From an optimization exercise on the open Yosys and OpenROAD flow, aimed at small area, a short achievable clock period and few clock cycles per item; shortcuts taken in it are not production practice.
In this exercise RTL edits were held to simulation tests only and were not proved equivalent to the original.
No activity file was given, so power comes from the tool's default toggle rates.

## flow/design.v (module list and top-level ports; edited modules follow where they fit)
// module sram22_64x32m4w8: 20 lines
// module dot_product: 1544 lines
module dot_product #(
  parameter ADDR_WIDTH = 5,
  parameter WIDTH = 32
) (
  input clk,
  input rst,
  input [ADDR_WIDTH:0] len,
  input [WIDTH-1:0] a_data,
  input a_valid,
  output reg a_ready,
  input [WIDTH-1:0] b_data,
  input b_valid,
  output reg b_ready,
  output [WIDTH-1:0] c_data,
  output reg c_valid,
  input c_ready
);
  // ...
==> flow/flow/run.sh <==
#!/bin/bash
# Own layout flow: the standard layout (standard synthesis, floorplan,
# placement, CTS, routing) run through standard.sh, with extra make settings
# read from flow/make_args.txt (one VAR=value per line). They set how hard
# timing repair works (a setup slack margin, so that repair keeps shortening
# the critical paths after the 10 ns clock is met) and which buffer cell
# buffers the ports. The design's clock and I/O constraints are unchanged.
# make's full output goes to flow_make.log here; each ORFS step also keeps
# its own log under orfs/logs/.
set -euo pipefail
cd "$(dirname "$0")/.."
args=()
while IFS= read -r line || [[ -n "$line" ]]; do
  [[ -z "$line" || "$line" == \#* ]] && continue
  args+=("$line")
done < flow/make_args.txt
bash standard.sh "${args[@]}" finish > flow_make.log 2>&1
==> flow/flow/make_args.txt <==
SETUP_SLACK_MARGIN=6.6
BUFFER_PORTS_ARGS=-buffer_cell sky130_fd_sc_hd__buf_2
==> flow/standard.sh <==
#!/bin/bash
# synth_recipe.tcl (not shown) runs the flow's synth.tcl, then flattens the netlist and writes it again
# the make line also repeats each setting of config.mk as NAME=value (left out here)
make -C /OpenROAD-flow-scripts/flow DESIGN_CONFIG=/design/flow/config.mk WORK_HOME=/design/flow/orfs CLKGATE_MAP_FILE= SYNTH_SCRIPT=/design/flow/synth_recipe.tcl "${@:-finish}"
==> flow/config.mk <==
export PLATFORM = sky130hd
export DESIGN_NAME = dot_product
export DESIGN_NICKNAME = dot_product
export VERILOG_FILES = /design/flow/design.v
export SDC_FILE = /design/flow/constraint.sdc
export NUM_CORES = 4
export LEC_CHECK = 0
export CAP_MARGIN = 5
export CORE_MARGIN = 2
export CORE_UTILIZATION = 45
export PLACE_DENSITY = 0.55
export SLEW_MARGIN = 5
==> flow/constraint.sdc <==
create_clock -name core_clock -period 10.0 [get_ports {clk}]
set_input_delay 2.0000 -clock core_clock [delete_from_list [all_inputs] [get_ports {clk}]]
set_output_delay 2.0000 -clock core_clock [all_outputs]
set_load 0.01 [all_outputs]
==> impl_metrics.csv, run 1 <==
group,metric,value,unit
power,ir_drop,0.201,mV
setup_path,critical_path_depth,12,
min_path,hold_path_depth,2,
clocking,cts_root_buffer,"clkbuf_16",
setup_path,required,10.46,ns
run_status,run_status,"timing/DRC/antenna clean",
power,power.density,376,nW/um2
sta,setup_tns,0,ns
clocking,ctsResizeCount,20,
cells_and_area,dominant_cells,"multi-input combinational cells",
yosys,synth_xor_xnor_area_share,33.2,%
yosys,synth_warnings,1,
cells_and_area,n_clock_buffer,29,
setup_path,worst_path_max_delay_cell,"a2111o_1",
placed_design,post-place-ws,5.95,ns
power,p_comb,6180,uW
global_route,use_met1,30.0,%
cells_and_area,nNonClkInverters,23,
cells_and_area,drive_above_1_share,16.6,%
global_route,busiest_layer,"met2",
setup_path,cp_num_buf_inv,0,
global_route,grt_usage,22.5,%
global_route,grt-ovfl-total,0,
yosys,synth_seq_area_share,27.4,%
placed_design,dp.cells,2706,
cells_and_area,clock_area_share,3.78,%
cells_and_area,sh_seq_area,24.1,%
yosys,muxShareOfSynthArea,1.40,%
floorplanning,die_x,216,um
yosys,ys_seq_elements,236,
sta,fin_crit_sh,33.4,%
cells_and_area,biggestRegsByFlops,"a_r (32), acc (32)",
floorplanning,row_count,77,
power,power_leader,"combinational logic",
drt,wl_met3,2630,um
sta,rsz0062_at_grt,"yes",
drt,drt_iter0_markers,1182,
flow_run,maxCapViolations,0,
yosys,synth_top_area_share,28.3,%
yosys,synthTopCellsByCount,"xnor2_1, a22oi_1, dfxtp_1",
sta,fmax,300,MHz
clocking,cts.path.max_buffers,3,
power,power_sequential,1470,uW
setup_path,max_stage_delay,0.51,ns
Testbench counts, summed over its fixed seeds: cycles 10,109, items 512.
==> inputs of run 2 (changes only) <==
==> flow/flow/make_args.txt (replaced) <==
SETUP_SLACK_MARGIN=6.6
BUFFER_PORTS_ARGS=-buffer_cell sky130_fd_sc_hd__buf_2
DONT_USE_CELLS=sky130_fd_sc_hd__probe_p_8 sky130_fd_sc_hd__probec_p_8 sky130_fd_sc_hd__lpflow_bleeder_1 sky130_fd_sc_hd__lpflow_clkbufkapwr_1 sky130_fd_sc_hd__lpflow_clkbufkapwr_16 sky130_fd_sc_hd__lpflow_clkbufkapwr_2 sky130_fd_sc_hd__lpflow_clkbufkapwr_4 sky130_fd_sc_hd__lpflow_clkbufkapwr_8 sky130_fd_sc_hd__lpflow_clkinvkapwr_1 sky130_fd_sc_hd__lpflow_clkinvkapwr_16 sky130_fd_sc_hd__lpflow_clkinvkapwr_2 sky130_fd_sc_hd__lpflow_clkinvkapwr_4 sky130_fd_sc_hd__lpflow_clkinvkapwr_8 sky130_fd_sc_hd__lpflow_decapkapwr_12 sky130_fd_sc_hd__lpflow_decapkapwr_3 sky130_fd_sc_hd__lpflow_decapkapwr_4 sky130_fd_sc_hd__lpflow_decapkapwr_6 sky130_fd_sc_hd__lpflow_decapkapwr_8 sky130_fd_sc_hd__lpflow_inputiso0n_1 sky130_fd_sc_hd__lpflow_inputiso0p_1 sky130_fd_sc_hd__lpflow_inputiso1n_1 sky130_fd_sc_hd__lpflow_inputiso1p_1 sky130_fd_sc_hd__lpflow_inputisolatch_1 sky130_fd_sc_hd__lpflow_isobufsrc_1 sky130_fd_sc_hd__lpflow_isobufsrc_16 sky130_fd_sc_hd__lpflow_isobufsrc_2 sky130_fd_sc_hd__lpflow_isobufsrc_4 sky130_fd_sc_hd__lpflow_isobufsrc_8 sky130_fd_sc_hd__lpflow_isobufsrckapwr_16 sky130_fd_sc_hd__lpflow_lsbuf_lh_hl_isowell_tap_1 sky130_fd_sc_hd__lpflow_lsbuf_lh_hl_isowell_tap_2 sky130_fd_sc_hd__lpflow_lsbuf_lh_hl_isowell_tap_4 sky130_fd_sc_hd__lpflow_lsbuf_lh_isowell_4 sky130_fd_sc_hd__lpflow_lsbuf_lh_isowell_tap_1 sky130_fd_sc_hd__lpflow_lsbuf_lh_isowell_tap_2 sky130_fd_sc_hd__lpflow_lsbuf_lh_isowell_tap_4 sky130_fd_sc_hd__fa_1 sky130_fd_sc_hd__fa_2 sky130_fd_sc_hd__fa_4 sky130_fd_sc_hd__ha_1 sky130_fd_sc_hd__ha_2 sky130_fd_sc_hd__ha_4
--- a/flow/config.mk
+++ b/flow/config.mk
@@ -7,6 +7,6 @@
 export LEC_CHECK = 0
-export CAP_MARGIN = 5
+export CAP_MARGIN = 20
 export CORE_MARGIN = 2
-export CORE_UTILIZATION = 45
-export PLACE_DENSITY = 0.55
-export SLEW_MARGIN = 5
+export CORE_UTILIZATION = 40
+export PLACE_DENSITY = 0.6
+export SLEW_MARGIN = 20
==> run 2 against run 1 <==
Against the previous run: largest cell class unchanged; core utilization shrank 5.2 points; synthesized area increased by 7.6%; worst hold slack improved by 0.0053 ns; clock power increased by 0.6%; first-iteration DRC count up 8.7%; sequential power rose by 5%; power increased by 9.8%; global-route usage shrank 1.5 points; worst setup slack got worse by 0.13 ns; non-clock buffer count increased by 25; routed wire length up 14%; synthesized cell count is 19% higher.
==> impl_metrics.csv, run 2 <==
group,metric,value,unit
run_status,run_status,"timing/DRC/antenna clean",
setup_path,crit_path_frequent_cell,"a311o_1",
sta,rsz0062_at_grt,"yes",
power,pwr-share-seq,16.3,%
setup_path,startpoint_type,"flip-flop",
cells_and_area,fill_cells,5071,
drt,ant_nets,0,
drt,via_per_inst,5.52,
setup_path,crit_chain,"maj3_2 > or2_4 > o311a_1 > nand3_2 > xnor2_2 > a311o_1 > a32oi_4 > and2_4 > o41ai_4 > a311o_1 > a31oi_2 > xnor2_1 > nor2_1",
global_route,grt_max_degree,49,
cells_and_area,drive_above_1_share,15.9,%
setup_path,cp_top_family,"compound AO/OA/AOI/OAI gates",
drt,vias,18600,
yosys,postSynthCellCount,2528,
yosys,synth.avg_cell_area,8.58,um2
yosys,synth.area.top_cells,"xnor2_1, dfxtp_1, edfxtp_1",
sta,setup_viol,0,
sta,setup_tns,0,ns
cells_and_area,layout_commonest_cell,"xnor2_1",
power,power,9470,uW
min_path,min_from,"m_0_1",
clocking,cts_buffers,27,
floorplanning,die_x,237,um
cells_and_area,final_cell_mix,"xnor2_1, a22oi_1, nor2_1",
clocking,cts_root_buffer,"clkbuf_16",
yosys,synth-edff-count,80,
clocking,cts-hold-fix-buffers,0,
clocking,htreeDepth,1,
placed_design,place_hpwl,42100,um
power,pwr-share-comb,73.3,%
global_route,grt_first_pass_wirelength,95400,um
setup_path,worst_path_max_delay_cell,"a311o_1",
sta,hold_viol_final,0,
power,swShare,47.9,%
clocking,clkSlewWorstSetupHoldPaths,0.06,ns
clocking,cts.path.max_buffers,3,
yosys,synth_warnings,1,
floorplanning,die_area,56100,um2
setup_path,cp.arrival,3.90,ns
cells_and_area,seq_area,5570,um2
setup_path,required,10.43,ns
sta,slew_headroom,50.4,%
drt,wl_per_cell,18.2,um
yosys,synth_nets,2603,
global_route,antenna_found_initial,0,
cells_and_area,multiInputGateArea,15900,um2
floorplanning,core_area,53700,um2
yosys,syn-cell-area,21700,um2
clocking,clk_latency,0.57,ns
min_path,hold_class,"reg2reg",
setup_path,cp_num_buf_inv,0,
floorplanning,row_count,85,
yosys,synth_top_family_by_area,"XOR/XNOR gates",
placed_design,post_dp_cell_area,22700,um2
yosys,ys_dominant_reg_cell,"dfxtp_1",
sta,fin_crit,3.47,ns
placed_design,gp_congestion,0.892,
yosys,synth_compound_area_share,17.6,%
placed_design,io_buffers,109,
power,internal_power,4940,uW
power,switchingPower,4540,uW
flow_run,maxCapViolations,0,
yosys,synth-simple-area-share,11.8,%
cells_and_area,final_nets,2721,
yosys,muxShareOfSynthArea,1.60,%
cells_and_area,stdcell_area,25100,um2
setup_path,crit_type,"reg2reg",
yosys,synth_area_leader_cell,"xnor2_1",
yosys,ys_seq_elements,236,
sta,fin_crit_sh,34.7,%
global_route,grt_pass1_vias,17900,
global_route,grt_usage,21.0,%
global_route,grt-ovfl-total,0,
min_path,holdPathEnd,"acc[0]",
power,power.density,377,nW/um2
sta,tightest_slew,0.739,ns
drt,drc,0,
setup_path,max_stage_delay,0.43,ns
power,leakagePower,0.00884,uW
floorplanning,ioPinCount,110,
drt,drtPass1Iterations,6,
clocking,clock-sinks,236,
floorplanning,initial_utilization,40.4,%
drt,wirelength,61200,um
setup_path,rr_worst_depth,13,
drt,drt_iter0_markers,1285,
power,clkPwrFrac,10.4,%
min_path,hold_path_depth,2,
power,ir_drop,0.190,mV
yosys,synth_most_common_cell,"xnor2_1",
yosys,synth_xor_xnor_area_share,33.4,%
setup_path,regToRegStartpoint,"m_8_2",
cells_and_area,areaGrowthSynthToFinish,15.8,%
clocking,cts_tree,"built",
yosys,async_reset_ff_share,0,%
sta,slew_viol_final,0,
yosys,synth_top_area_share,26.2,%
setup_path,end_kind,"flip-flop",
setup_path,rrSetupSlack,6.53,ns
setup_path,worstPathMaxFanout,8,
setup_path,crit_start,"m_8_2",
yosys,synthAdderAreaFrac,6.37,%
cells_and_area,finalCoreUtilization,46.8,%
floorplanning,fp.dieH,237,um
yosys,synthTopCellsByCount,"xnor2_1, a22oi_1, nor2_1",
setup_path,r2r-end,"acc[31]",
yosys,synth.distinct_cells,82,
sta,fmax,288,MHz
yosys,synth_seq_area_share,25.5,%
cells_and_area,biggestRegsByFlops,"a_r (32), acc (32)",
sta,finalClockSkew,0.0133,ns
cells_and_area,antenna_cells,0,
## run 2: cell families after synthesis
family          Yosys count
xor+xnor                816
compound gates          554
simple gates            545
flops                   236
buf+inv                 206
fa+ha+maj               137
mux                      34
## run 2: cell type report
class                   instances  share of cell area (%)
flip-flops and latches        236                    22.2
repair buffers                251                    7.07
well taps                     696                    3.47
inverters                      43                   0.643
clock buffers                  34                    2.87
clock inverters                15                   0.593
multi-input cells            2087                    63.2
## run 2: stage by stage
stage	cells	worst slack, ns	hold slack, ns
after floorplan	2528	6.00	0.343
after global placement	3201	6.04	0.493
after detailed placement	3201	5.93	0.507
after CTS	3301	6.53	0.516
after global routing	3362	6.42	0.558
final	3362	6.53	0.513
## run 2: layer usage
layer	vias to the layer above	GRT usage, %	part of all wire [%]
met5	-	0	0
met4	0	9.38	4.6
met3	171	2.25	6.2
met2	640	37.0	48
met1	8775	25.7	41
li1	8988	-	-
## run 2: worst max-delay path by stage
stage / to / slack, ns / cells after the start
floorplan: b_neg[0] / 6.00 / 2
global placement: acc[31] / 6.04 / 13
detailed placement: acc[31] / 5.93 / 13
CTS: acc[31] / 6.53 / 13
global route: acc[31] / 6.42 / 13
finish: acc[31] / 6.53 / 13
## run 2: power groups by stage
stage	registers, uW	clock network (uW)	logic, uW
CTS	1560	1010	6600
finish	1540	982	6950
floorplan	1460	0	5130
global route	1580	1050	7590
global placement	1580	0	6060
detailed placement	1600	0	6180
## run 2: worst reg2reg max path: cells and delay by family, from the launching register on
family | cells | cell delay [ns]
AO/OA/AOI/OAI | 6 | 1.66
AND/OR/NAND/NOR | 4 | 0.66
adder cells (fa/ha/maj) | 1 | 0.42
flip-flops | 1 | 0.34
XOR/XNOR | 2 | 0.27
## run 2: what timing repair did
item                       4_1_cts  5_1_grt
setup endpoints to repair       37       31
setup buffers                   51       60
cloned                           0        1
gates resized for setup         68       49
pin swaps                       27       27

-- static timing again, ports no longer ideal --
The results above use ideal ports. As a check the final layouts listed here were re-extracted and re-timed, cells and wires unchanged.
Step 1, drivers: a clkbuf_16 drives clk and a buf_2 each remaining input, both assumed.
Step 2 adds t to the input delays and takes it off the output delays; t is the mean of the earliest and latest rising clock arrival at the registers after step 1. Input paths then give back, and output paths get back, about the clock's delay inside the block.
Slacks: no drivers / after step 1 / after step 2; pairs: no drivers / after step 1.
| run | shift t [ns] | setup WS [ns] | worst register clock-pin slew, ns |
|---|---|---|---|
| run 1 | 0.627 | 6.662 / 6.662 / 6.636 | 0.06 / 0.06 |
| run 2 | 0.617 | 6.528 / 6.528 / 6.528 | 0.07 / 0.07 |
After both steps setup and hold are still met in every run listed. The setup slack of run 1, which loses most, moves by 0.000 ns with the drivers and by -0.026 ns with both steps.
